This is an optimization exercise on Yosys and OpenROAD, whose aim is a short achievable clock period and few clock cycles, not a production implementation. In this exercise RTL edits were held to simulation tests only and were not proved equivalent to the original. Power figures rest on the tool's default switching activity, not on a simulated workload.

===== flow/design.v =====
package pcmux;
typedef enum bit {
     pc_plus4 = 1'b0
    ,alu_out  = 1'b1
} pcmux_sel_t;
endpackage
package cmpmux;
typedef enum bit {
     rs2_out = 1'b0
    ,i_imm   = 1'b1
} cmpmux_sel_t;
endpackage
package alumux;
typedef enum bit {
     rs1_out = 1'b0
    ,pc_out  = 1'b1
} alumux1_sel_t;
typedef enum bit [2:0] {
     i_imm   = 3'b000
    ,u_imm   = 3'b001
    ,b_imm   = 3'b010
    ,s_imm   = 3'b011
    ,j_imm   = 3'b100
    ,rs2_out = 3'b101
} alumux2_sel_t;
endpackage
package regfilemux;      
typedef enum bit [3:0] {
     alu_out  = 4'b0000
    ,br_en    = 4'b0001
    ,u_imm    = 4'b0010
    ,pc_plus4 = 4'b0011
    ,lw       = 4'b0100
    ,lb       = 4'b0101
    ,lbu      = 4'b0110   
    ,lh       = 4'b0111
    ,lhu      = 4'b1000   
} regfilemux_sel_t;
endpackage
package exmem_rd_mux;
typedef enum bit [1:0] {
     alu_out  = 2'b00
    ,br_en    = 2'b01
    ,u_imm    = 2'b10
    ,pc_plus4 = 2'b11
} exmem_rd_mux_sel_t;
endpackage
package ex_rsmux;
typedef enum bit [1:0] {
     id_ex  = 2'b00
    ,ex_mem = 2'b01
    ,mem_wb = 2'b10
} ex_rsmux_sel_t;
endpackage
package mem_rsmux;
typedef enum bit {
     ex_mem = 1'b0
    ,mem_wb = 1'b1
} mem_rsmux_sel_t;
endpackage
package rv32i_types;
typedef logic [31:0] rv32i_word;
typedef logic [4:0]  rv32i_reg;
typedef logic [3:0]  rv32i_mem_wmask;
typedef enum bit [6:0] {
    op_lui   = 7'b0110111,  
    op_auipc = 7'b0010111,  
    op_jal   = 7'b1101111,  
    op_jalr  = 7'b1100111,  
    op_br    = 7'b1100011,  
    op_load  = 7'b0000011,  
    op_store = 7'b0100011,  
    op_imm   = 7'b0010011,  
    op_reg   = 7'b0110011,  
    op_csr   = 7'b1110011,  
    no_op    = 7'b0000000
} rv32i_opcode;
typedef enum bit [2:0] {
    beq  = 3'b000,
    bne  = 3'b001,
    blt  = 3'b100,
    bge  = 3'b101,
    bltu = 3'b110,
    bgeu = 3'b111
} branch_funct3_t;
typedef enum bit [2:0] {
    lb  = 3'b000,
    lh  = 3'b001,
    lw  = 3'b010,
    lbu = 3'b100,
    lhu = 3'b101
} load_funct3_t;
typedef enum bit [2:0] {
    sb = 3'b000,
    sh = 3'b001,
    sw = 3'b010
} store_funct3_t;
typedef enum bit [2:0] {
    add  = 3'b000,  
    sll  = 3'b001,
    slt  = 3'b010,
    sltu = 3'b011,
    axor = 3'b100,
    sr   = 3'b101,  
    aor  = 3'b110,
    aand = 3'b111
} arith_funct3_t;
typedef enum bit [2:0] {
    alu_add = 3'b000,
    alu_sll = 3'b001,
    alu_sra = 3'b010,
    alu_sub = 3'b011,
    alu_xor = 3'b100,
    alu_srl = 3'b101,
    alu_or  = 3'b110,
    alu_and = 3'b111
} alu_ops;
typedef struct packed {
    logic [6:0]      opcode;          
    logic [2:0]      funct3;
    logic            alumux1_sel;     
    logic [2:0]      alumux2_sel;     
    logic            cmpmux_sel;      
    logic [3:0]      regfilemux_sel;  
    logic [2:0]      aluop;           
    logic [2:0]      cmpop;           
    logic            load_regfile;
    logic            data_read;
    logic            data_write;
    logic            do_jump;        
    logic            is_ujump;       
} control_word_t;
typedef struct packed {
    logic [31:0] inst;
    logic [4:0]  rs1_addr;
    logic [4:0]  rs2_addr;
    logic [31:0] rs1_rdata;
    logic [31:0] rs2_rdata;
    logic        load_regfile;
    logic [4:0]  rd_addr;
    logic [31:0] rd_wdata;
    logic [31:0] pc_rdata;
    logic [31:0] pc_wdata;
    logic [31:0] mem_addr;
    logic [3:0]  mem_rmask;
    logic [3:0]  mem_wmask;
    logic [31:0] mem_rdata;
    logic [31:0] mem_wdata;
} monitor_signals;
endpackage : rv32i_types
import rv32i_types::*;
module alu
(
    input logic [2:0] aluop,
    input [31:0] a, b,
    output logic [31:0] f
);
always_comb
begin
    unique case (aluop)
        alu_add:  f = a + b;
        alu_sll:  f = a << b[4:0];
        alu_sra:  f = $signed(a) >>> b[4:0];
        alu_sub:  f = a - b;
        alu_xor:  f = a ^ b;
        alu_srl:  f = a >> b[4:0];
        alu_or:   f = a | b;
        alu_and:  f = a & b;
    endcase
end
endmodule
import rv32i_types::*;
module cmp
(
    input logic [2:0] cmpop,
    input rv32i_types::rv32i_word rs1,
    input rv32i_types::rv32i_word cmpmux_out,
    output logic br_en
);
always_comb
begin
    unique case (cmpop)
    beq:     br_en = (rs1 == cmpmux_out);
    bne:     br_en = (rs1 != cmpmux_out);
    blt:     br_en = ($signed(rs1) < $signed(cmpmux_out));
    bge:     br_en = ($signed(rs1) >= $signed(cmpmux_out));
    bltu:    br_en = (rs1 < cmpmux_out);
    bgeu:    br_en = (rs1 >= cmpmux_out);
    default: br_en = 1'b0;
    endcase
end
endmodule
import rv32i_types::*;
module control_rom(
    input logic [6:0] opcode,
    input logic [2:0] funct3,
    input logic [6:0] funct7,
    output rv32i_types::control_word_t ctrl
);
always_comb
begin : control_word_logic
    ctrl.opcode         = opcode;
    ctrl.funct3         = funct3;
    ctrl.alumux1_sel    = alumux::rs1_out;
    ctrl.alumux2_sel    = alumux::i_imm;
    ctrl.cmpmux_sel     = cmpmux::rs2_out;
    ctrl.regfilemux_sel = regfilemux::alu_out;
    ctrl.aluop          = funct3;
    ctrl.cmpop          = funct3;
    ctrl.load_regfile   = 1'b0;
    ctrl.data_read      = 1'b0;
    ctrl.data_write     = 1'b0;
    ctrl.do_jump        = 1'b0;
    ctrl.is_ujump       = 1'b0;
    unique case (opcode)
        op_lui: begin
            ctrl.regfilemux_sel = regfilemux::u_imm;
            ctrl.load_regfile = 1'b1;
        end
        op_auipc: begin
            ctrl.aluop = alu_add;
            ctrl.alumux1_sel = alumux::pc_out;
            ctrl.alumux2_sel = alumux::u_imm;
            ctrl.regfilemux_sel = regfilemux::alu_out;
            ctrl.load_regfile = 1'b1;
        end
        op_jal: begin
            ctrl.aluop = alu_add;
            ctrl.alumux1_sel = alumux::pc_out;
            ctrl.alumux2_sel = alumux::j_imm;
            ctrl.regfilemux_sel = regfilemux::pc_plus4;
            ctrl.load_regfile = 1'b1;
            ctrl.do_jump  = 1'b1;
            ctrl.is_ujump = 1'b1;
        end
        op_jalr: begin
            ctrl.aluop = alu_add;
            ctrl.alumux1_sel = alumux::rs1_out;
            ctrl.alumux2_sel = alumux::i_imm;
            ctrl.regfilemux_sel = regfilemux::pc_plus4;
            ctrl.load_regfile = 1'b1;
            ctrl.do_jump  = 1'b1;
            ctrl.is_ujump = 1'b1;
        end
        op_br: begin
            ctrl.aluop = alu_add;
            ctrl.alumux1_sel = alumux::pc_out;
            ctrl.alumux2_sel = alumux::b_imm;
            ctrl.cmpmux_sel = cmpmux::rs2_out;
            ctrl.cmpop = funct3;
            ctrl.do_jump  = 1'b1;
            ctrl.is_ujump = 1'b0;
        end
        op_load: begin
            ctrl.aluop = alu_add;
            ctrl.alumux1_sel = alumux::rs1_out;
            ctrl.alumux2_sel = alumux::i_imm;
            ctrl.data_read = 1'b1;
            ctrl.load_regfile = 1'b1;
            case (funct3)
                lb:  ctrl.regfilemux_sel = regfilemux::lb;
                lh:  ctrl.regfilemux_sel = regfilemux::lh;
                lw:  ctrl.regfilemux_sel = regfilemux::lw;
                lbu: ctrl.regfilemux_sel = regfilemux::lbu;
                lhu: ctrl.regfilemux_sel = regfilemux::lhu;
                default: ctrl.regfilemux_sel = regfilemux::alu_out;
            endcase
        end
        op_store: begin
            ctrl.aluop = alu_add;
            ctrl.alumux1_sel = alumux::rs1_out;
            ctrl.alumux2_sel = alumux::s_imm;
            ctrl.data_write = 1'b1;
        end
        op_imm: begin
            ctrl.alumux1_sel = alumux::rs1_out;
            ctrl.alumux2_sel = alumux::i_imm;
            ctrl.load_regfile = 1'b1;
            case (funct3)
                slt: begin
                    ctrl.regfilemux_sel = regfilemux::br_en;
                    ctrl.cmpmux_sel = cmpmux::i_imm;
                    ctrl.cmpop = rv32i_types::blt;
                end
                sltu: begin
                    ctrl.regfilemux_sel = regfilemux::br_en;
                    ctrl.cmpmux_sel = cmpmux::i_imm;
                    ctrl.cmpop = rv32i_types::bltu;
                end
                sr: begin
                    if (funct7[5]) ctrl.aluop = alu_sra;  
                    else           ctrl.aluop = alu_srl;  
                end
					 default: ;
            endcase
        end
        op_reg: begin
            ctrl.alumux1_sel = alumux::rs1_out;
            ctrl.alumux2_sel = alumux::rs2_out;
            ctrl.load_regfile = 1'b1;
            case (funct3)
                add: begin
                    if (funct7[5]) ctrl.aluop = alu_sub;  
                    else           ctrl.aluop = alu_add;  
                end
                slt: begin
                    ctrl.regfilemux_sel = regfilemux::br_en;
                    ctrl.cmpop = rv32i_types::blt;
                end
                sltu: begin
                    ctrl.regfilemux_sel = regfilemux::br_en;
                    ctrl.cmpop = rv32i_types::bltu;
                end
                sr: begin
                    if (funct7[5]) ctrl.aluop = alu_sra;  
                    else           ctrl.aluop = alu_srl;  
                end
					 default: ;
            endcase
        end
        default: ctrl = 0;  
    endcase
end
endmodule
import rv32i_types::*;
module fw_control
(
    input logic exmem_load_regfile,
    input logic memwb_load_regfile,
    input logic [6:0] idex_opcode,
    input logic [6:0] exmem_opcode,
    input logic [4:0] idex_rs1,
    input logic [4:0] idex_rs2,
    input logic [4:0] exmem_rs2,
    input logic [4:0] exmem_rd,
    input logic [4:0] memwb_rd,
    output logic [1:0] ex_rs1mux_sel,
    output logic [1:0] ex_rs2mux_sel
);
always_comb
begin
    ex_rs1mux_sel  = ex_rsmux::id_ex;
    ex_rs2mux_sel  = ex_rsmux::id_ex;
    if (idex_rs1 == exmem_rd) begin
        if (exmem_load_regfile && (exmem_rd != 0)) ex_rs1mux_sel = ex_rsmux::ex_mem;
        else                                       ex_rs1mux_sel = ex_rsmux::id_ex;
    end else if (idex_rs1 == memwb_rd) begin
        if (memwb_load_regfile && (memwb_rd != 0)) ex_rs1mux_sel = ex_rsmux::mem_wb;
        else                                       ex_rs1mux_sel = ex_rsmux::id_ex;
    end else ;
    if (idex_rs2 == exmem_rd) begin
        if (exmem_load_regfile && (exmem_rd != 0)) ex_rs2mux_sel = ex_rsmux::ex_mem;
        else                                       ex_rs2mux_sel = ex_rsmux::id_ex;
    end else if (idex_rs2 == memwb_rd) begin
        if (memwb_load_regfile && (memwb_rd != 0)) ex_rs2mux_sel = ex_rsmux::mem_wb;
        else                                       ex_rs2mux_sel = ex_rsmux::id_ex;
    end else ;
end
endmodule
import rv32i_types::*;
module hd_control
(
    input logic [6:0] ifid_opcode,
    input logic [6:0] idex_opcode,
    input logic [4:0]  idex_rd,
    input logic [4:0]  ifid_rs1,
    input logic [4:0]  ifid_rs2,
    input logic do_jump,
    input logic is_ujump,
    input logic br_en,
    output logic lu_hazard
);
always_comb
begin
    if (idex_opcode == op_load) begin
        if (ifid_rs1 == idex_rd) begin
            if (ifid_opcode == op_jalr ||
                ifid_opcode == op_br ||
                ifid_opcode == op_load ||
                ifid_opcode == op_store ||
                ifid_opcode == op_imm ||
                ifid_opcode == op_reg) lu_hazard = 1'b1;
            else                       lu_hazard = 1'b0;
        end else if (ifid_rs2 == idex_rd) begin
            if (ifid_opcode == op_br ||
                ifid_opcode == op_store ||
                ifid_opcode == op_imm ||
                ifid_opcode == op_reg) lu_hazard = 1'b1;
            else                       lu_hazard = 1'b0;
        end else lu_hazard = 1'b0;
    end else lu_hazard = 1'b0;
end
endmodule
module regfile
(
    input clk,
    input rst,
    input load,
    input [31:0] in,
    input [4:0] src_a, src_b, dest,
    output logic [31:0] reg_a, reg_b
);
logic [31:0] data [32];
always_ff @(posedge clk)
begin
    if (rst)
    begin
        for (int i=0; i<32; i=i+1) begin
            data[i] <= '0;
        end
    end
    else if (load && dest)
    begin
        data[dest] <= in;
    end
end
always_comb
begin
    if (load & (dest == src_a)) reg_a = src_a ? in : 0; 
    else               reg_a = src_a ? data[src_a] : 0;
    if (load & (dest == src_b)) reg_b = src_b ? in : 0;
    else               reg_b = src_b ? data[src_b] : 0;
end
endmodule
module pc_register #(parameter width = 32)
(
    input clk,
    input rst,
    input load,
    input [width-1:0] in,
    output logic [width-1:0] out
);
logic [width-1:0] data;
always_ff @(posedge clk)
begin
    if (rst)
    begin
        data <= 32'h00000060;
    end
    else if (load)
    begin
        data <= in;
    end
    else
    begin
        data <= data;
    end
end
always_comb
begin
    out = data;
end
endmodule
module shift_reg  #(parameter MSB=8)
(
    input clk,                   
    input rst,                   
    input d,                     
    input en,                    
    output reg [MSB-1:0] out     
);
always @ (posedge clk)
begin
    if (rst)
        out <= 0;
    else begin
        if (en)
            out <= {out[MSB-2:0], d};
        else
            out <= out;
    end
end
endmodule
module array_16set #(parameter width = 1)
(
  input  clk,
  input  rst,
  input  logic load,
  input  logic [3:0] rindex,
  input  logic [3:0] windex,
  input  logic [width-1:0] datain,
  output logic [width-1:0] dataout
);
logic [width-1:0] data [16];
always_comb
begin
    dataout = (load & (rindex == windex)) ? datain : data[rindex];
end
always_ff @(posedge clk)
begin
    if (rst) begin
        for (int i = 0; i < 16; i++)
            data[i] <= '0;
    end
    else begin
        if (load)
            data[windex] <= datain;
    end
end
endmodule
import rv32i_types::*;
module bc_stage_reg
#(parameter idx_width = 4)
(
    input clk,
    input rst,
    input load,
    input [idx_width-1:0] btb_idx_in,
    input [idx_width-1:0] bht_idx_in,
    input        cond_in,
    input [31:0] addr_in,
    output logic [idx_width-1:0] btb_idx_out,
    output logic [idx_width-1:0] bht_idx_out,
    output logic        cond_out,
    output logic [31:0] addr_out
);
logic [idx_width-1:0] btb_idx, bht_idx;
logic        cond;
logic [31:0] addr;
always_ff @(posedge clk)
begin
    if (rst) begin
        btb_idx <= '0;
        bht_idx <= '0;
        cond <= '0;
        addr <= '0;
    end
    else begin
        if (load) begin
            btb_idx <= btb_idx_in;
            bht_idx <= bht_idx_in;
            cond <= cond_in;
            addr <= addr_in;
        end
        else begin
            btb_idx <= btb_idx;
            bht_idx <= bht_idx;
            cond <= cond;
            addr <= addr;
        end
    end
end
always_comb
begin
    btb_idx_out = btb_idx;
    bht_idx_out = bht_idx;
    cond_out = cond;
    addr_out = addr;
end
endmodule
import rv32i_types::*;
module branch_control_global
(
    input clk,
    input rst,
    input [31:0] pc,
    input do_jump,
    input is_ujump,
    input br_en,
    input [31:0] true_addr,
    input [31:0] pc_idex,
    input load_ifid,
    input load_idex,
    input ifid_rst,
    input idex_rst,
    output logic [31:0] pred_addr,
    output logic [31:0] recv_addr,
    output logic br_hazard
);
logic load_gbh, load_tag, load_btb, load_bht;
logic [3:0] gbh;
logic [3:0] btb_rindex, btb_windex, bht_rindex, bht_windex;
logic [3:0] btb_idx_id, btb_idx_ex, bht_idx_id, bht_idx_ex;
logic [25:0] tag_in, tag_out;
logic [31:0] btb_in, btb_out, addr_ifid, addr_idex;
logic        bht_in, bht_out, cond_ifid, cond_idex, pred_cond;
assign btb_rindex = pc[5:2];
assign bht_rindex = pc[5:2] ^ gbh;
assign btb_windex = btb_idx_ex;
assign bht_windex = bht_idx_ex;
assign tag_in = pc_idex[31:6];
assign btb_in = true_addr;
assign pred_cond = bht_out & (pc[31:6] == tag_out);
assign pred_addr = pred_cond ? btb_out : (pc + 4);
always_comb
begin : btb_bht_update_logic
    br_hazard = 1'b0;
    recv_addr = true_addr;
    bht_in    = 1'b0;
    load_gbh  = 1'b0;
    load_tag  = 1'b0;
    load_btb  = 1'b0;
    load_bht  = 1'b0;
    if (do_jump) begin
        load_gbh = (is_ujump) ? 1'b0 : 1'b1;
        if (is_ujump | br_en) begin
            if (cond_idex) begin
                if (addr_idex == true_addr) ;
                else begin
                    br_hazard = 1'b1;
                    load_btb  = 1'b1;
                end
            end
            else begin
                br_hazard = 1'b1;
                bht_in    = 1'b1;
                load_tag  = 1'b1;
                load_btb  = 1'b1;
                load_bht  = 1'b1;
            end
        end
        else begin
            if (cond_idex) begin
                br_hazard = 1'b1;
                recv_addr = pc_idex + 4;
                load_bht  = 1'b1;
            end
            else ;
        end
    end
    else begin
        if (cond_idex) begin
            br_hazard = 1'b1;
            recv_addr = pc_idex + 4;
            load_bht  = 1'b1;
        end
        else ;
    end
end
shift_reg #(4) bhr (.clk(clk), .rst(rst), .d(br_en), .en(load_gbh), .out(gbh));
array_16set #(26) tag (clk, rst, load_tag, btb_rindex, btb_windex, tag_in, tag_out);
array_16set #(32) btb (clk, rst, load_btb, btb_rindex, btb_windex, btb_in, btb_out);
array_16set #(1)  bht (clk, rst, load_bht, bht_rindex, bht_windex, bht_in, bht_out);
bc_stage_reg ifid (clk, ifid_rst, load_ifid, btb_rindex, bht_rindex, pred_cond, btb_out,   btb_idx_id, bht_idx_id, cond_ifid, addr_ifid);
bc_stage_reg idex (clk, idex_rst, load_idex, btb_idx_id, bht_idx_id, cond_ifid, addr_ifid, btb_idx_ex, bht_idx_ex, cond_idex, addr_idex);
endmodule
import rv32i_types::*;
module if_id_reg(
    input clk,
    input rst,
    input load,
    input [31:0] pc_i,
    input [31:0] ir_i,
    output [31:0] pc_o,
    output [31:0] ir_o,
    output logic [6:0] opcode,
    output [2:0] funct3,
    output [6:0] funct7,
    output [4:0] rs1,
    output [4:0] rs2,
    output [4:0] rd
);
logic[31:0] pc_;
logic[31:0] ir_;
assign pc_o = pc_;
assign ir_o = ir_;
assign opcode = ir_[6:0];
assign funct3 = ir_[14:12];
assign funct7 = ir_[31:25];
assign rs1    = ir_[19:15];
assign rs2    = ir_[24:20];
assign rd     = ir_[11:7];
always_ff @(posedge clk)
begin
    if (rst)
    begin
        pc_ <= '0;
        ir_ <= '0;
    end
    else if (load == 1'b1)
    begin
        pc_ <= pc_i;
        ir_ <= ir_i;
    end
    else
    begin
        pc_ <= pc_;
        ir_ <= ir_;
    end
end
endmodule
import rv32i_types::*;
module id_ex_reg(
    input clk,
    input rst,
    input load,
    input [31:0] pc_i,
    input [31:0] ir_i,
    input [31:0] rs1_val_i,
    input [31:0] rs2_val_i,
    input rv32i_types::control_word_t ctrl_wd_i,
    output [31:0] i_imm,
    output [31:0] s_imm,
    output [31:0] b_imm,
    output [31:0] u_imm,
    output [31:0] j_imm,
    output [31:0] pc_o,
    output [31:0] ir_o,
    output [31:0] rs1_val_o,
    output [31:0] rs2_val_o,
    output [4:0]  rs1,
    output [4:0]  rs2,
    output [4:0]  rd,
    output rv32i_types::control_word_t ctrl_wd_o
);
logic[31:0] pc_;
logic[31:0] ir_;
logic[31:0] rs1_val_;
logic[31:0] rs2_val_;
rv32i_types::control_word_t ctrl_wd_;
assign i_imm = {{21{ir_[31]}}, ir_[30:20]};
assign s_imm = {{21{ir_[31]}}, ir_[30:25], ir_[11:7]};
assign b_imm = {{20{ir_[31]}}, ir_[7], ir_[30:25], ir_[11:8], 1'b0};
assign u_imm = {ir_[31:12], 12'h000};
assign j_imm = {{12{ir_[31]}}, ir_[19:12], ir_[20], ir_[30:21], 1'b0};
assign rs1   = ir_[19:15];
assign rs2   = ir_[24:20];
assign rd    = ir_[11:7];
assign pc_o = pc_;
assign ir_o = ir_;
assign rs1_val_o = rs1_val_;
assign rs2_val_o = rs2_val_;
assign ctrl_wd_o = ctrl_wd_;
always_ff @(posedge clk)
begin
    if (rst)
    begin
        pc_      <= '0;
        ir_      <= '0;
        ctrl_wd_ <= '0;
        rs1_val_ <= '0;
        rs2_val_ <= '0;
    end
    else if (load == 1'b1)
    begin
        pc_      <= pc_i;
        ir_      <= ir_i;
        ctrl_wd_ <= ctrl_wd_i;
        rs1_val_ <= rs1_val_i;
        rs2_val_ <= rs2_val_i;
    end
    else
    begin
        pc_      <= pc_;
        ir_      <= ir_;
        ctrl_wd_ <= ctrl_wd_;  
        rs1_val_ <= rs1_val_;
        rs2_val_ <= rs2_val_;
    end
end
endmodule
import rv32i_types::*;
module ex_mem_reg(
    input clk,
    input rst,
    input load,
    input [31:0] pc_i,
    input [31:0] pc_next_i,
    input [31:0] ir_i,
    input [31:0] alu_i,
    input        br_en_i,
    input [31:0] rs2_val_i,
    input rv32i_types::control_word_t ctrl_wd_i,
    output [31:0] pc_o,
    output [31:0] pc_next_o,
    output [31:0] ir_o,
    output [31:0] alu_o,
    output        br_en_o,
    output [31:0] u_imm,
    output [4:0]  rs2,
    output [4:0]  rd,
    output [31:0] rs2_val_o,
    output rv32i_types::control_word_t ctrl_wd_o
);
logic [31:0] pc_;
logic [31:0] pc_next_;
logic [31:0] ir_;
logic [31:0] alu_;
logic        br_en_;
logic [31:0] rs2_val_;
rv32i_types::control_word_t ctrl_wd_;
assign pc_o    = pc_;
assign ir_o    = ir_;
assign alu_o   = alu_;
assign br_en_o = br_en_;
assign u_imm   = {ir_[31:12], 12'h000};
assign rs2       = ir_[24:20];
assign rd        = ir_[11:7];
assign rs2_val_o = rs2_val_;
assign ctrl_wd_o = ctrl_wd_;
assign pc_next_o = pc_next_;
always_ff @(posedge clk)
begin
    if (rst)
    begin
        pc_      <= '0;
        ir_      <= '0;
        ctrl_wd_ <= '0;
        alu_     <= '0;
        br_en_   <= '0;
        rs2_val_ <= '0;
        pc_next_ <= '0;    
    end
    else if (load == 1'b1)
    begin
        pc_      <= pc_i;
        ir_      <= ir_i;
        ctrl_wd_ <= ctrl_wd_i;
        alu_     <= alu_i;
        br_en_   <= br_en_i;
        rs2_val_ <= rs2_val_i;
        pc_next_ <= pc_next_i;
    end
    else
    begin
        pc_      <= pc_;
        ir_      <= ir_;
        ctrl_wd_ <= ctrl_wd_;
        alu_     <= alu_;
        br_en_   <= br_en_;
        rs2_val_ <= rs2_val_;
        pc_next_ <= pc_next_;
    end
end
endmodule
import rv32i_types::*;
module mem_wb_reg(
    input clk,
    input rst,
    input load,
    input [31:0] pc_i,
    input [31:0] pc_next_i,
    input [31:0] ir_i,
    input [31:0] alu_i,
    input        br_en_i,
    input [31:0] data_rdata_i,
    input rv32i_types::control_word_t ctrl_wd_i,
    output [31:0] pc_o,
    output [31:0] pc_next_o,
    output [31:0] ir_o,
    output [31:0] alu_o,
    output        br_en_o,
    output [31:0] data_rdata_o,
    output [31:0] u_imm,
    output [4:0]  rd,
    output rv32i_types::control_word_t ctrl_wd_o
);
logic [31:0] pc_;
logic [31:0] pc_next_;
logic [31:0] ir_;
logic [31:0] alu_;
logic        br_en_;
logic [31:0] data_rdata_;
rv32i_types::control_word_t ctrl_wd_;
assign pc_o         = pc_;
assign ir_o         = ir_;
assign alu_o        = alu_;
assign br_en_o      = br_en_;
assign data_rdata_o = data_rdata_;
assign u_imm        = {ir_[31:12], 12'h000};
assign rd           = ir_[11:7];
assign ctrl_wd_o    = ctrl_wd_;
assign pc_next_o    = pc_next_;
always_ff @(posedge clk)
begin
    if (rst)
    begin
        pc_         <= '0;
        ir_         <= '0;
        ctrl_wd_    <= '0;
        alu_        <= '0;
        br_en_      <= '0; 
        data_rdata_ <= '0;
        pc_next_    <= '0;      
    end
    else if (load == 1'b1)
    begin
        pc_         <= pc_i;
        ir_         <= ir_i;
        ctrl_wd_    <= ctrl_wd_i;
        alu_        <= alu_i;
        br_en_      <= br_en_i;
        data_rdata_ <= data_rdata_i;
        pc_next_    <= pc_next_i;
    end
    else
    begin
        pc_         <= pc_;
        ir_         <= ir_;
        ctrl_wd_    <= ctrl_wd_;
        alu_        <= alu_;
        br_en_      <= br_en_;
        data_rdata_ <= data_rdata_;
        pc_next_    <= pc_next_;
    end
end
endmodule
import rv32i_types::*;
module datapath(
    input clk,
    input rst,
    output logic inst_read,
    output logic [31:0] inst_addr,
    input  logic inst_resp,
    input  logic [31:0] inst_rdata,
    output logic data_read,
    output logic data_write,
    output logic [3:0]  data_mbe,
    output logic [31:0] data_addr,
    output logic [31:0] data_wdata,
    input  logic data_resp,
    input  logic [31:0] data_rdata
);
logic load_pc;
logic [1:0]  pcmux_sel;
logic [31:0] pcmux_out;
logic [31:0] pc_out;
logic load_ifid;
logic [31:0] ifid_pc;
logic [31:0] ifid_ir;
logic [6:0] ifid_opcode;
logic [2:0]  ifid_funct3;
logic [6:0]  ifid_funct7;
logic [4:0]  ifid_rs1;
logic [4:0]  ifid_rs2;
logic [4:0]  ifid_rd;
logic [31:0] rs1_out;
logic [31:0] rs2_out;
logic [31:0] regfilemux_out;
rv32i_types::control_word_t ctrl_wd;
logic load_idex;
logic [31:0] idex_i_imm;
logic [31:0] idex_s_imm;
logic [31:0] idex_b_imm;
logic [31:0] idex_u_imm;
logic [31:0] idex_j_imm;
logic [4:0]  idex_rs1;
logic [4:0]  idex_rs2;
logic [4:0]  idex_rd;
logic [31:0] idex_pc;
logic [31:0] idex_ir;
logic [31:0] idex_rs1_val;
logic [31:0] idex_rs2_val;
rv32i_types::control_word_t idex_ctrl_wd;
logic [31:0] alumux1_out;
logic [31:0] alumux2_out;
logic [31:0] cmpmux_out;
logic [31:0] alu_out;
logic br_en;
logic load_exmem;
logic [31:0] exmem_pc;
logic [31:0] exmem_ir;
logic [31:0] exmem_alu;
logic        exmem_br_en;
logic [31:0] exmem_u_imm;
logic [4:0]  exmem_rs2;
logic [4:0]  exmem_rd;
logic [31:0] exmem_rs2_val;
logic [31:0] exmem_rd_val;
rv32i_types::control_word_t exmem_ctrl_wd;
logic load_memwb;
logic [31:0] memwb_pc;
logic [31:0] memwb_ir;
logic [31:0] memwb_alu;
logic        memwb_br_en;
logic [31:0] memwb_rdata;
logic [31:0] memwb_u_imm;
logic [4:0]  memwb_rd;
rv32i_types::control_word_t memwb_ctrl_wd;
logic [1:0]  ex_rs1mux_sel;
logic [1:0]  ex_rs2mux_sel;
logic [31:0] ex_rs1mux_out;
logic [31:0] ex_rs2mux_out;
logic [31:0] mem_rs2mux_out;
logic lu_hazard;
logic br_hazard;
logic inst_ready;
logic data_ready;
logic ifid_rst;
logic idex_rst;
logic exmem_rst;
logic memwb_rst;
logic [31:0] exmem_pcn, memwb_pcn;
logic [31:0] pred_addr, recv_addr;
assign inst_addr  = pc_out;
assign inst_read  = 1'b1;
assign inst_ready = inst_resp;
assign data_ready = data_resp | (~exmem_ctrl_wd.data_read & ~exmem_ctrl_wd.data_write);
assign load_pc    = inst_ready & data_ready & (~lu_hazard);
assign load_ifid  = inst_ready & data_ready & (~lu_hazard);
assign load_idex  = inst_ready & data_ready;
assign load_exmem = inst_ready & data_ready;
assign load_memwb = inst_ready & data_ready;
assign ifid_rst  = rst |  (br_hazard & inst_ready & data_ready);
assign idex_rst  = rst | ((br_hazard | lu_hazard) & inst_ready & data_ready);
assign exmem_rst = rst;
assign memwb_rst = rst;
always_comb
begin
    if (br_hazard) pcmux_sel = pcmux::alu_out;
    else           pcmux_sel = pcmux::pc_plus4;
end
always_comb
begin
    unique case (pcmux_sel)
        pcmux::pc_plus4:    pcmux_out = pred_addr;
        pcmux::alu_out:     pcmux_out = recv_addr;
        default: pcmux_out = '0;
    endcase
end
pc_register PC(
    .clk    (clk),
    .rst    (rst),
    .load   (load_pc),
    .in     (pcmux_out),
    .out    (pc_out)
);
if_id_reg IF_ID(
    .clk    (clk),
    .rst    (ifid_rst),
    .load   (load_ifid),
    .pc_i   (pc_out),
    .ir_i   (inst_rdata),
    .pc_o   (ifid_pc),
    .ir_o   (ifid_ir),
    .opcode (ifid_opcode),
    .funct3 (ifid_funct3),
    .funct7 (ifid_funct7),
    .rs1    (ifid_rs1),
    .rs2    (ifid_rs2),
    .rd     (ifid_rd)
);
regfile regfile(
    .clk    (clk),
    .rst    (rst),
    .load   (memwb_ctrl_wd.load_regfile),
    .in     (regfilemux_out),
    .src_a  (ifid_rs1),
    .src_b  (ifid_rs2),
    .dest   (memwb_rd),
    .reg_a  (rs1_out),
    .reg_b  (rs2_out)
);
control_rom control_rom(
    .opcode (ifid_opcode),
    .funct3 (ifid_funct3),
    .funct7 (ifid_funct7),
    .ctrl   (ctrl_wd)
);
id_ex_reg ID_EX(
    .clk       (clk),
    .rst       (idex_rst),
    .load      (load_idex),
    .pc_i      (ifid_pc),
    .ir_i      (ifid_ir),
    .rs1_val_i (rs1_out),
    .rs2_val_i (rs2_out),
    .ctrl_wd_i (ctrl_wd),
    .i_imm     (idex_i_imm),
    .s_imm     (idex_s_imm),
    .b_imm     (idex_b_imm),
    .u_imm     (idex_u_imm),
    .j_imm     (idex_j_imm),
    .rs1       (idex_rs1),
    .rs2       (idex_rs2),
    .rd        (idex_rd),
    .pc_o      (idex_pc),
    .ir_o      (idex_ir),
    .rs1_val_o (idex_rs1_val),
    .rs2_val_o (idex_rs2_val),
    .ctrl_wd_o (idex_ctrl_wd)
);
always_comb
begin
    unique case (idex_ctrl_wd.alumux1_sel)
        alumux::rs1_out:    alumux1_out = ex_rs1mux_out;
        alumux::pc_out:     alumux1_out = idex_pc;
        default: alumux1_out = '0;
    endcase
    unique case (idex_ctrl_wd.alumux2_sel)
        alumux::i_imm:      alumux2_out = idex_i_imm;
        alumux::u_imm:      alumux2_out = idex_u_imm;
        alumux::b_imm:      alumux2_out = idex_b_imm;
        alumux::s_imm:      alumux2_out = idex_s_imm;
        alumux::j_imm:      alumux2_out = idex_j_imm;
        alumux::rs2_out:    alumux2_out = ex_rs2mux_out;
        default: alumux2_out = '0;
    endcase
    unique case (idex_ctrl_wd.cmpmux_sel)
        cmpmux::rs2_out:    cmpmux_out = ex_rs2mux_out;
        cmpmux::i_imm:      cmpmux_out = idex_i_imm;
        default: cmpmux_out = '0;
    endcase
end
alu ALU(
    .aluop (idex_ctrl_wd.aluop),
    .a     (alumux1_out),
    .b     (alumux2_out),
    .f     (alu_out)
);
cmp CMP(
    .rs1        (ex_rs1mux_out),
    .cmpop      (idex_ctrl_wd.cmpop),
    .cmpmux_out (cmpmux_out),
    .br_en      (br_en)
);
ex_mem_reg EX_MEM(
    .clk        (clk),
    .rst        (exmem_rst),
    .load       (load_exmem),
    .pc_i       (idex_pc),
    .ir_i       (idex_ir),
    .alu_i      (alu_out),
    .br_en_i    (br_en),
    .rs2_val_i  (ex_rs2mux_out),
    .ctrl_wd_i  (idex_ctrl_wd),
    .pc_o       (exmem_pc),
    .ir_o       (exmem_ir),
    .alu_o      (exmem_alu),
    .br_en_o    (exmem_br_en),
    .u_imm      (exmem_u_imm),
    .rs2        (exmem_rs2),
    .rd         (exmem_rd),
    .rs2_val_o  (exmem_rs2_val),
    .ctrl_wd_o  (exmem_ctrl_wd),
    .pc_next_i  (pcmux_out),
    .pc_next_o  (exmem_pcn)
);
assign data_read  = exmem_ctrl_wd.data_read;
assign data_write = exmem_ctrl_wd.data_write;
assign data_addr  = {exmem_alu[31:2], 2'd0};
assign data_wdata = exmem_rs2_val << (exmem_alu[1:0] * 8);
always_comb
begin : data_mbe_logic
    data_mbe   = '0;
    case (exmem_ctrl_wd.opcode)
        op_load: begin
            unique case (exmem_ctrl_wd.funct3)
                lb:  data_mbe = 4'b0001 << (exmem_alu[1:0]);
                lh:  data_mbe = 4'b0011 << {exmem_alu[1], 1'b0};
                lw:  data_mbe = 4'b1111;
                lbu: data_mbe = 4'b0001 << (exmem_alu[1:0]);
                lhu: data_mbe = 4'b0011 << {exmem_alu[1], 1'b0};
                default: data_mbe = 4'b0000;
            endcase
        end
        op_store: begin
            unique case (exmem_ctrl_wd.funct3)
                sb: data_mbe = 4'b0001 << (exmem_alu[1:0]);
                sh: data_mbe = 4'b0011 << {exmem_alu[1], 1'b0};
                sw: data_mbe = 4'b1111;
                default: data_mbe = 4'b0000;
            endcase
        end
		  default: data_mbe = 4'b0000;
    endcase
end
mem_wb_reg MEM_WB(
    .clk          (clk),
    .rst          (memwb_rst),
    .load         (load_memwb),
    .pc_i         (exmem_pc),
    .ir_i         (exmem_ir),
    .alu_i        (exmem_alu),
    .br_en_i      (exmem_br_en),
    .data_rdata_i (data_rdata),
    .ctrl_wd_i    (exmem_ctrl_wd),
    .pc_o         (memwb_pc),
    .ir_o         (memwb_ir),
    .alu_o        (memwb_alu),
    .br_en_o      (memwb_br_en),
    .data_rdata_o (memwb_rdata),
    .u_imm        (memwb_u_imm),
    .rd           (memwb_rd),
    .ctrl_wd_o    (memwb_ctrl_wd),
    .pc_next_i    (exmem_pcn),
    .pc_next_o    (memwb_pcn)
);
always_comb begin : MUXES
    unique case (memwb_ctrl_wd.regfilemux_sel)
        regfilemux::alu_out:    regfilemux_out = memwb_alu;
        regfilemux::br_en:      regfilemux_out = {31'd0, memwb_br_en};
        regfilemux::u_imm:      regfilemux_out = memwb_u_imm;
        regfilemux::pc_plus4:   regfilemux_out = memwb_pc + 4;
        regfilemux::lw:         regfilemux_out = memwb_rdata;
        regfilemux::lb: begin
            case (memwb_alu[1:0])
                2'b00: regfilemux_out = {{24{memwb_rdata[7]}},  memwb_rdata[7:0]};
                2'b01: regfilemux_out = {{24{memwb_rdata[15]}}, memwb_rdata[15:8]};
                2'b10: regfilemux_out = {{24{memwb_rdata[23]}}, memwb_rdata[23:16]};
                2'b11: regfilemux_out = {{24{memwb_rdata[31]}}, memwb_rdata[31:24]};
            endcase
        end
        regfilemux::lbu: begin
            case (memwb_alu[1:0])
                2'b00: regfilemux_out = {24'd0, memwb_rdata[7:0]};
                2'b01: regfilemux_out = {24'd0, memwb_rdata[15:8]};
                2'b10: regfilemux_out = {24'd0, memwb_rdata[23:16]};
                2'b11: regfilemux_out = {24'd0, memwb_rdata[31:24]};
            endcase
        end
        regfilemux::lh: begin
            case (memwb_alu[1])
                1'b0: regfilemux_out = {{16{memwb_rdata[15]}}, memwb_rdata[15:0]};
                1'b1: regfilemux_out = {{16{memwb_rdata[31]}}, memwb_rdata[31:16]};
            endcase
        end
        regfilemux::lhu: begin
            case (memwb_alu[1])
                1'b0: regfilemux_out = {16'd0, memwb_rdata[15:0]};
                1'b1: regfilemux_out = {16'd0, memwb_rdata[31:16]};
            endcase
        end
        default: regfilemux_out = '0;
    endcase 
end
hd_control hd_control(
    .ifid_opcode (ifid_opcode),
    .idex_opcode (idex_ctrl_wd.opcode),
    .idex_rd     (idex_rd),
    .ifid_rs1    (ifid_rs1),
    .ifid_rs2    (ifid_rs2),
    .do_jump     (idex_ctrl_wd.do_jump),
    .is_ujump    (idex_ctrl_wd.is_ujump),
    .br_en       (br_en),
    .lu_hazard   (lu_hazard)
);
branch_control_global bc (
    .pc        (pc_out),
    .do_jump   (idex_ctrl_wd.do_jump),
    .is_ujump  (idex_ctrl_wd.is_ujump),
    .br_en     (br_en),
    .true_addr (alu_out),
    .pc_idex   (idex_pc),
    .*
);
fw_control fw_control(
    .exmem_load_regfile (exmem_ctrl_wd.load_regfile),
    .memwb_load_regfile (memwb_ctrl_wd.load_regfile),
    .idex_opcode        (idex_ctrl_wd.opcode),
    .exmem_opcode       (exmem_ctrl_wd.opcode),
    .idex_rs1           (idex_rs1),
    .idex_rs2           (idex_rs2),
    .exmem_rs2          (exmem_rs2),
    .exmem_rd           (exmem_rd),
    .memwb_rd           (memwb_rd),
    .ex_rs1mux_sel      (ex_rs1mux_sel),
    .ex_rs2mux_sel      (ex_rs2mux_sel)
);
always_comb
begin
    unique case (exmem_ctrl_wd.regfilemux_sel[1:0])
        exmem_rd_mux::alu_out:  exmem_rd_val = exmem_alu;
        exmem_rd_mux::br_en:    exmem_rd_val = {31'd0, exmem_br_en};
        exmem_rd_mux::u_imm:    exmem_rd_val = exmem_u_imm;
        exmem_rd_mux::pc_plus4: exmem_rd_val = exmem_pc + 4;
    endcase
    unique case (ex_rs1mux_sel)
        ex_rsmux::id_ex:  ex_rs1mux_out = idex_rs1_val;
        ex_rsmux::ex_mem: ex_rs1mux_out = exmem_rd_val;
        ex_rsmux::mem_wb: ex_rs1mux_out = regfilemux_out;
        default: ex_rs1mux_out = '0;      
    endcase
    unique case (ex_rs2mux_sel)
        ex_rsmux::id_ex:  ex_rs2mux_out = idex_rs2_val;
        ex_rsmux::ex_mem: ex_rs2mux_out = exmem_rd_val;
        ex_rsmux::mem_wb: ex_rs2mux_out = regfilemux_out;
        default: ex_rs2mux_out = '0;      
    endcase
end
endmodule

===== flow/run.sh =====
#!/bin/bash
# synth_recipe.tcl (not shown) runs the flow's synth.tcl, then flattens the netlist and writes it again
# the make line also repeats each setting of config.mk as NAME=value (left out here)
make -C /OpenROAD-flow-scripts/flow DESIGN_CONFIG=/design/flow/config.mk WORK_HOME=/design/flow/orfs CLKGATE_MAP_FILE= SYNTH_SCRIPT=/design/flow/synth_recipe.tcl finish

===== flow/config.mk =====
export PLATFORM = sky130hd
export DESIGN_NAME = datapath
export DESIGN_NICKNAME = datapath
export VERILOG_FILES = /design/flow/design.v
export SDC_FILE = /design/flow/constraint.sdc
export NUM_CORES = 4
export LEC_CHECK = 0
export CAP_MARGIN = 25
export CORE_MARGIN = 2
export CORE_UTILIZATION = 35
export PLACE_DENSITY = 0.55
export SLEW_MARGIN = 35

===== flow/constraint.sdc =====
create_clock -name core_clock -period 11.0 [get_ports {clk}]
set_input_delay 2.2000 -clock core_clock [delete_from_list [all_inputs] [get_ports {clk}]]
set_output_delay 2.2000 -clock core_clock [all_outputs]
set_load 0.01 [all_outputs]

==> notes.md <==
[metrics by stage]
| step | worst slack (ns) | power, uW |
|---|---|---|
| global placement | 0.163 | 15600 |
| CTS | 0.750 | 25400 |
| detailed placement | 0.797 | 15700 |
| finish | 0.450 | 25400 |
| floorplan | -1.02 | 13600 |
| global route | 0.234 | 26000 |
[routing by layer]
layer / share of wire / vias up
li1: - / 43900
met3: 0.091 / 1317
met2: 0.46 / 5770
met5: 0.00017 / -
met1: 0.38 / 54200
met4: 0.066 / 16
[state kept, by name (all words and copies together) (netlist names), 25 cells and up, named ones only]
name and cells:
IF_ID.ir_ 32, MEM_WB.ir_ 25, MEM_WB.pc_ 32, EX_MEM.rs2_val_ 32
bc.ifid.addr 32, bc.btb.data 512, EX_MEM.ir_ 25, MEM_WB.alu_ 32
PC.data 32, regfile.data 1024, EX_MEM.pc_ 32, ID_EX.rs1_val_ 32
ID_EX.ir_ 25, ID_EX.rs2_val_ 32, bc.tag.data 416, bc.idex.addr 32
EX_MEM.alu_ 32, ID_EX.pc_ 29, IF_ID.pc_ 32, MEM_WB.data_rdata_ 32
ID_EX.ctrl_wd_ 30
[cells in the mapped netlist, types with 53 or more instances]
| master | number | share of area |
|---|---|---|
| o211ai_1 | 62 | 0.0034 |
| a21o_1 | 76 | 0.0042 |
| mux4_2 | 943 | 0.16 |
| and3_1 | 431 | 0.020 |
| nor3_1 | 158 | 0.0058 |
| dfxtp_1 | 605 | 0.089 |
| o21ai_0 | 266 | 0.0097 |
| inv_1 | 145 | 0.0040 |
| a21oi_1 | 588 | 0.022 |
| a32oi_1 | 76 | 0.0049 |
| clkbuf_1 | 898 | 0.025 |
| and2_1 | 78 | 0.0036 |
| nand4_1 | 82 | 0.0038 |
| a21oi_2 | 53 | 0.0034 |
| a211oi_1 | 136 | 0.0075 |
| nand3_1 | 133 | 0.0049 |
| xnor2_1 | 128 | 0.0082 |
| xor2_1 | 73 | 0.0047 |
| edfxtp_1 | 1968 | 0.43 |
| nand2_1 | 1268 | 0.035 |
| buf_1 | 137 | 0.0038 |
| mux2i_1 | 230 | 0.017 |
| buf_2 | 124 | 0.0045 |
| ha_1 | 138 | 0.013 |
| nor2_1 | 2087 | 0.057 |
[logic make-up (layout without fill, tap and decap cells)]
group                    after synthesis  in the layout
AND/OR/NAND/NOR                     4539           4539
flip-flops                          2573           2573
other                                  2             48
buffers and inverters               1364           1374
multiplexers                        1196           1196
XOR/XNOR                             204            204
AO/OA/AOI/OAI                       1881           1881
adder cells (fa/ha/maj)              139            139
[layout make-up]
| type | instances | share of cell area |
|---|---|---|
| Multi-Input combinational cell | 7994 | 0.394 |
| Timing Repair Buffer | 687 | 0.0411 |
| Sequential cell | 2573 | 0.459 |
| Inverter | 151 | 0.00367 |
| Tap cell | 5197 | 0.0419 |
| Clock inverter | 145 | 0.00815 |
| Antenna cell | 13 | 0.000209 |
| Clock buffer | 391 | 0.0524 |
[how the worst max path moves through the flow]
stage	end	slack, ns	depth (start not counted)	from
6_report	bc.btb.data[13][21]	0.45	33	MEM_WB.ctrl_wd_[13]
2_1_floorplan	bc.btb.data[3][0]	-1.02	36	MEM_WB.alu_[1]
5_1_grt	PC.data[22]	0.23	38	MEM_WB.ctrl_wd_[13]
4_1_cts	bc.btb.data[13][1]	0.75	33	MEM_WB.ctrl_wd_[13]
3_3_place_gp	PC.data[15]	0.16	39	MEM_WB.ctrl_wd_[13]
3_5_place_dp	bc.btb.data[13][0]	0.80	33	MEM_WB.ctrl_wd_[13]
[power groups by stage]
stage	Combinational (uW)	Sequential [uW]	Clock [uW]
after global routing	4610	11200	10300
after CTS	4340	11100	9920
after floorplan	2480	11100	0
after detailed placement	4320	11300	0
final	4490	11100	9820
after global placement	4320	11300	0
[worst max-delay path: cells and delay by family, from the launching register on]
family | cells | cell delay [ns]
AND/OR/NAND/NOR | 7 | 2.53
adder cells (fa/ha/maj) | 1 | 0.39
buffers and inverters | 8 | 1.78
XOR/XNOR | 2 | 0.46
multiplexers | 1 | 0.40
flip-flops | 1 | 0.62
AO/OA/AOI/OAI | 14 | 3.96
==> results.cfg <==
[critical_path]
critPathLaunchType = register
required_ns = 11.64
r2r-end = bc.btb.data[13][21]
cpPeakStageDelay_ns = 0.79
end_kind = register
reg2reg_from = MEM_WB.ctrl_wd_[13]
crit_path_frequent_cell = buf_4
crit_type = reg -> reg
cp_max_fo = 29
r2r_setup_slack_ns = 0.45
cp_slowest_cell = o31ai_4
r2r_cells = 33
cp.arrival_ns = 11.19

[hold_path]
min_path_cells = 2
worstHoldEndpoint = EX_MEM.ctrl_wd_[22]
hold_path.class = reg -> reg
hp-start = ID_EX.ctrl_wd_[22]

[yosys]
yosys.area_share.xor_xnor = 0.0132
synth_flop_cell = edfxtp_1
synth_compound_area_frac = 0.0928
synth_area_um2 = 137000
syn_area_per_cell_um2 = 11.5
ys_ff_latch = 2573
netlist_instances = 11900
synth_edf_count = 1968
synth_top_family_by_area = multiplexers
synth.area.mux_share = 0.174
ys_types = 107
yosys_warnings = 18
ys_seq_area_frac = 0.521
async_flop_share = 0
synth-simple-area-share = 0.146
synth_fa_ha_area_frac = 0.0128

[global_route]
grt_overflow = 0
grt_max_degree = 160
grt_pass1_vias = 101000
grt_antenna_before_repair = 36
met2_usage = 0.450
grt_use_met3 = 0.0553
gr-usage-met1 = 0.367
grt.total_usage = 0.285
grt_pass1_wl_um = 804000
busiest_layer = met2

[floorplanning]
die_x_um = 629
core_area_um2 = 389000
num_rows = 229
initial_core_util = 0.351
die_h_um = 629
die-area_um2 = 396000
boundaryPins = 171

[placement]
gp_congestion = 1.06
place_area_um2 = 146000
place_hpwl_um = 390000
portBuffers = 167
placed_cells = 16600

[timing]
fin_crit_ns = 10.55
rsz0062_at_grt = false
hold-worst-slack_ns = 0.422
setup_viol = 0
max_freq_ghz = 0.0948
hold_viol = 0
finalCritPeriodShare = 0.959
skew_ns = 0.0746
worstMarginPinSlew_ns = 1.11
drv_slew = 0
timing.slew.headroom = 0.262
fin_tns_setup_ns = 0

[power_and_ir_drop]
swShare = 0.297
p_sw_uw = 7550
p_leak_uw = 0.0533
p_int_uw = 17900
ir_drop_v = 0.000136
seqPwrFrac = 0.438
power_frac_clock = 0.386
powerDensity_nw_per_um2 = 164
p_comb_frac = 0.176

[outcome]
run_status = complete, no violations

[detailed_routing]
drc = 0
drt_wl_total_um = 580000
antenna_left = 0
drtPass1Iterations = 6
vias = 105000
initialDrtViolationCount = 14000
wire_per_inst_um = 33.8
vias_per_cell = 6.14

[cells_and_area]
synthToLayoutAreaGrowth_pct = 13.6
finish.instance_area_um2 = 155000
final.fill_count = 37400
drive_gt1_frac = 0.188
final-seq-area_um2 = 71300
fin_cells = 17200
post-route-util = 0.399
multiInputGateArea_um2 = 61100
finalNetCount = 11900
layout_commonest_cell = nor2_1
final_cell_mix = nor2_1 (2069), edfxtp_1 (1968), nand2_1 (1205)

[clock_tree]
clk_pin_slew_worst_paths_ns = 0.06
cts_max_path_buffers = 4
cts_buffers = 298
cts.htree.levels = 5
cts_hold_buf = 0
cts-resized-gates = 0
clkLatencyLatePin_ns = 0.99
clock_sinks = 2573
post_cts.repair.setup_buffers = 0
cts_root_buf = clkbuf_16
tritoncts = yes

[job]
maxCapViolations = 0
Testbench counts, summed over its fixed seeds: cycles 81,443.

[port drivers added, routing unchanged]
The flow's constraints put no driver on any port. The routed layout listed below was extracted and timed again, unchanged, in two steps.
Step 1 (the two cells are an assumption about what drives the block):
set clk [get_ports {clk}]
set_driving_cell -lib_cell sky130_fd_sc_hd__clkbuf_16 $clk
set_driving_cell -lib_cell sky130_fd_sc_hd__buf_2 [delete_from_list [all_inputs] $clk]
Step 2 adds t to the input delays and takes it off the output delays; t is the mean of the earliest and latest rising clock arrival at the registers after step 1. Input paths then give back, and output paths get back, about the clock's delay inside the block.
Slacks: ideal ports / drivers / drivers and shift; pairs: ideal ports / drivers.
t (ns): 1.056
setup WS [ns]: 0.450 / 0.450 / 0.450
pins driven straight from the clock port: 1
After both steps this run still meets setup and hold. For this run, drivers alone change the setup slack by 0.000 ns; drivers and shift together by 0.000 ns.
